From an optimization exercise on the open Yosys and OpenROAD flow, aimed at small area; shortcuts taken in it are not production practice. The RTL was checked by simulation tests, not by an equivalence proof against the original design. No activity file was given, so power comes from the tool's default toggle rates.

==> flow/design.v (excerpt) <==
module apb_uart (
   input  wire          clk,
                        rst_n,
   input  wire          UART_RX_I,
   output reg           UART_TX_O,
   output wire          tx_fifo_empty,
                        tx_fifo_full,
                        rx_fifo_empty,
                        rx_fifo_full,
   input  wire          PENABLE,
                        PSEL,
                        PWRITE,
   input  wire [31:0]   PWDATA,
                        PADDR,
   output reg           PREADY,
   output wire          PSLVERR,
   output wire [31:0]   PRDATA
);
Size: roughly 1100 cells after synthesis, about 110 I/O pins.
clock: 10.0 ns
lec_check: 0
cap_margin: 20
core_margin: 2
core_utilization: 40
slew_margin: 20
standard.sh (not shown) runs the stock make flow with config.mk's settings and CLKGATE_MAP_FILE= SYNTH_SCRIPT=/design/flow/synth_recipe.tcl, a recipe that flattens the netlist after the stock synthesis.
==> flow/flow/run.sh <==
#!/bin/bash
# The standard layout, with three changes:
#  - synthesis: the standard synthesis (synth_recipe.tcl), then the combinational cells are
#    mapped again by ABC for area (flow/remap.tcl); the registers stay as they are;
#  - the port buffers are the smallest buffer cell (buf_1), and the buffers ABC added are removed;
#  - one tie cell drives all the constant outputs;
#  - clock tree: clkbuf_8 cells, clusters of up to 20 sinks, no dummy loads.
# Each tool's output is in the ORFS logs under orfs/logs; make's output goes to standard_flow.log.
set -euo pipefail
WORK=$(pwd)
printf 'source %s/synth_recipe.tcl\nsource %s/flow/remap.tcl\n' "$WORK" "$WORK" > "$WORK/remap_synth.tcl"
CTS="-sink_clustering_enable -repair_clock_nets -dont_use_dummy_load -buf_list sky130_fd_sc_hd__clkbuf_8 -sink_clustering_size 20 -sink_clustering_max_diameter 60"
bash standard.sh "SYNTH_SCRIPT=$WORK/remap_synth.tcl" "BUFFER_PORTS_ARGS=-buffer_cell sky130_fd_sc_hd__buf_1" \
   "CTS_ARGS=$CTS" REMOVE_ABC_BUFFERS=1 SKIP_REPAIR_TIE_FANOUT=1 finish > standard_flow.log 2>&1
Other scripts of this flow, unchanged in this note and not shown: flow/flow/area.script, flow/flow/genmodels.py, flow/flow/holdmux_map.v, flow/flow/not_map.v, flow/flow/remap.tcl
Next try:
--- a/flow/design.v
+++ b/flow/design.v
@@ -151,17 +151,17 @@
       if (!rst_n) begin
          rwp <= 5'd0;
          rrp <= 5'd0;
       end else begin
          rwp <= rwp + {4'd0, r_wen};
          rrp <= rrp + {4'd0, r_ren};
       end
    end
-   localparam [2:0] S_IDLE = 3'd0, S_START = 3'd1, S_DATA = 3'd2,
+   localparam [2:0] S_IDLE = 3'd0, S_START = 3'd1, S_FIRST = 3'd2,
                     S_PARITY = 3'd3, S_STOP1 = 3'd4, S_STOP2 = 3'd5;
    reg  [3:0] ttc;
    reg        ttick;
    wire       ttc_end = (ttc == (osm ? 4'd12 : 4'd15));
    always @(posedge clk or negedge rst_n) begin
       if (!rst_n) begin
          ttc   <= 4'd0;
          ttick <= 1'b0;
@@ -171,57 +171,56 @@
       end
    end
    reg  [4:0] ts;
    wire       t_in_data = ts[4] | ts[3];
    wire [3:0] tc        = {ts[4] & ts[3], ts[2:0]};
    wire [3:0] tc1       = tc + 4'd1;
    wire       tovf1     = ~ts[4] | (tc[2:0] == 3'd7);
    wire       tdone     = (tc == {2'b01, wls});
-   wire [4:0] t_stop    = t_empty ? {2'b00, S_IDLE} : {2'b00, S_START};
+   wire [4:0] t_stop    = t_empty ? {2'b00, S_IDLE} : {2'b00, S_FIRST};
    always @(posedge clk or negedge rst_n) begin
       if (!rst_n) begin
          ts <= {2'b00, S_IDLE};
+      end else if (ts == {2'b00, S_FIRST}) begin
+         ts <= {2'b00, S_START};
       end else if (ttick) begin
          if (t_in_data) begin
             if (tdone)
                ts <= {2'b00, pen ? S_PARITY : S_STOP1};
             else
                ts <= (tovf1 & ~tc1[3]) ? {2'b01, tc1[2:0]} : {1'b1, tc1};
          end else begin
             case (ts[2:0])
-               S_IDLE:   if (!t_empty) ts <= {2'b00, S_START};
+               S_IDLE:   if (!t_empty) ts <= {2'b00, S_FIRST};
                S_START:  ts <= 5'b10000;
                S_PARITY: ts <= {2'b00, S_STOP1};
                S_STOP1:  ts <= stb ? {2'b00, S_STOP2} : t_stop;
                S_STOP2:  ts <= t_stop;
                default:  ts <= {2'b00, S_IDLE};
             endcase
          end
       end
    end
-   wire t_start = (ts == {2'b00, S_START});
-   reg  tstart_q;
-   always @(posedge clk) tstart_q <= t_start;
-   assign tx_pop = t_start & ~tstart_q;
+   assign tx_pop = (ts == {2'b00, S_FIRST});
    wire serial_out = ts[4] & ~ts[3] & tx_data[ts[2:0]];
    reg  xor_all;
    always @(*) begin
       case (wls)
          2'b00: xor_all = ^tx_data[4:0];
          2'b01: xor_all = ^tx_data[5:0];
          2'b10: xor_all = ^tx_data[6:0];
          default: xor_all = ^tx_data[7:0];
       endcase
    end
    wire parity = eps ? xor_all : ~xor_all;
    always @(*) begin
       if (t_in_data)
          UART_TX_O = serial_out;
-      else if (ts[2:0] == S_START)
+      else if (ts[2:0] == S_START || ts[2:0] == S_FIRST)
          UART_TX_O = 1'b0;
       else if (ts[2:0] == S_PARITY)
          UART_TX_O = parity;
       else
          UART_TX_O = 1'b1;
    end
    reg  [4:0] rs;
    wire       r_in_data = rs[4];
@@ -237,42 +236,40 @@
       end else begin
          rtc  <= (r_idle | (baud_en & rtc_max)) ? 4'd0 : rtc + {3'd0, baud_en};
          rtmp <= ~r_idle & (baud_en ? rtc_mid : rtmp);
       end
    end
    always @(posedge clk) rtq <= rtmp;
    wire rtick = rtmp & ~rtq;
    wire rdone = (rs[3:0] == {2'b01, wls});
-   wire [4:0] r_stop = {2'b00, stb ? S_STOP1 : S_STOP2};
+   wire [4:0] r_stop = {2'b00, stb ? S_STOP1 : S_FIRST};
    always @(posedge clk or negedge rst_n) begin
       if (!rst_n) begin
          rs <= {2'b00, S_IDLE};
       end else if (r_in_data) begin
          if (rtick)
             rs <= rdone ? (pen ? {2'b00, S_PARITY} : r_stop) : {1'b1, rs[3:0] + 4'd1};
       end else begin
          case (rs[3:0])
             {1'b0, S_IDLE}:   if (!UART_RX_I) rs <= {2'b00, S_START};
             {1'b0, S_START}:  if (rtick) rs <= 5'b10000;
             {1'b0, S_PARITY}: if (rtick) rs <= r_stop;
-            {1'b0, S_STOP1}:  if (rtick) rs <= {2'b00, S_STOP2};
+            {1'b0, S_STOP1}:  if (rtick) rs <= {2'b00, S_FIRST};
+            {1'b0, S_FIRST}:  rs <= {2'b00, S_STOP2};
             {1'b0, S_STOP2}:  if (rtick) rs <= UART_RX_I ? {2'b00, S_IDLE} : {2'b00, S_START};
             default:          rs <= {2'b00, S_IDLE};
          endcase
       end
    end
-   wire r_stop2 = (rs == {2'b00, S_STOP2});
    reg [7:0] sipo;
-   reg       rstop2_q;
    always @(posedge clk) begin
       if (rtick & r_in_data) sipo <= {UART_RX_I, sipo[7:1]};
-      rstop2_q <= r_stop2;
-   end
-   assign rx_push = r_stop2 & ~rstop2_q;
+   end
+   assign rx_push = (rs == {2'b00, S_FIRST});
    always @(*) begin
       case (wls)
          2'b00: rx_data = {3'b000, sipo[7:3]};
          2'b01: rx_data = {2'b00, sipo[7:2]};
          2'b10: rx_data = {1'b0, sipo[7:1]};
          default: rx_data = sipo;
       endcase
    end
Result: The new run finished with timing, DRC and antenna clean; worst setup slack loses 0.64 ns; area after synthesis fell slightly; count of clock-buffer cells in the layout went up by 4; power climbs by a few percent; wire length fell by a few percent.

## separate check: timing with driven ports
Ports are ideal in the flow. The routed layouts listed here were re-timed in OpenROAD. Step 1 assumes that a clkbuf_16 drives the clock port and a buf_2 every other input. Step 2 times the ports against the registers' clock, not the clock port: input delays grow and output delays shrink by t, the midpoint of the rising clock arrivals with the driver on. a / b / c = no drivers / after step 1 / after step 2; a / b = the first two.
| run | t (ns) | setup WS [ns] | slew at the worst register clock pin (ns) | worst slew at a driven data input, ns | cell pins on the clock port's net |
|---|---|---|---|---|---|
| the first run | 0.635 | 4.146 / 4.114 / 4.114 | 0.12 / 0.12 | 0.05 | 1 |
| the second run | 0.661 | 3.509 / 3.489 / 3.489 | 0.12 / 0.12 | 0.05 | 1 |
After both steps setup and hold are still met in every run listed. The setup slack of the first run, which loses most, moves by -0.032 ns with the drivers and by -0.032 ns with both steps.
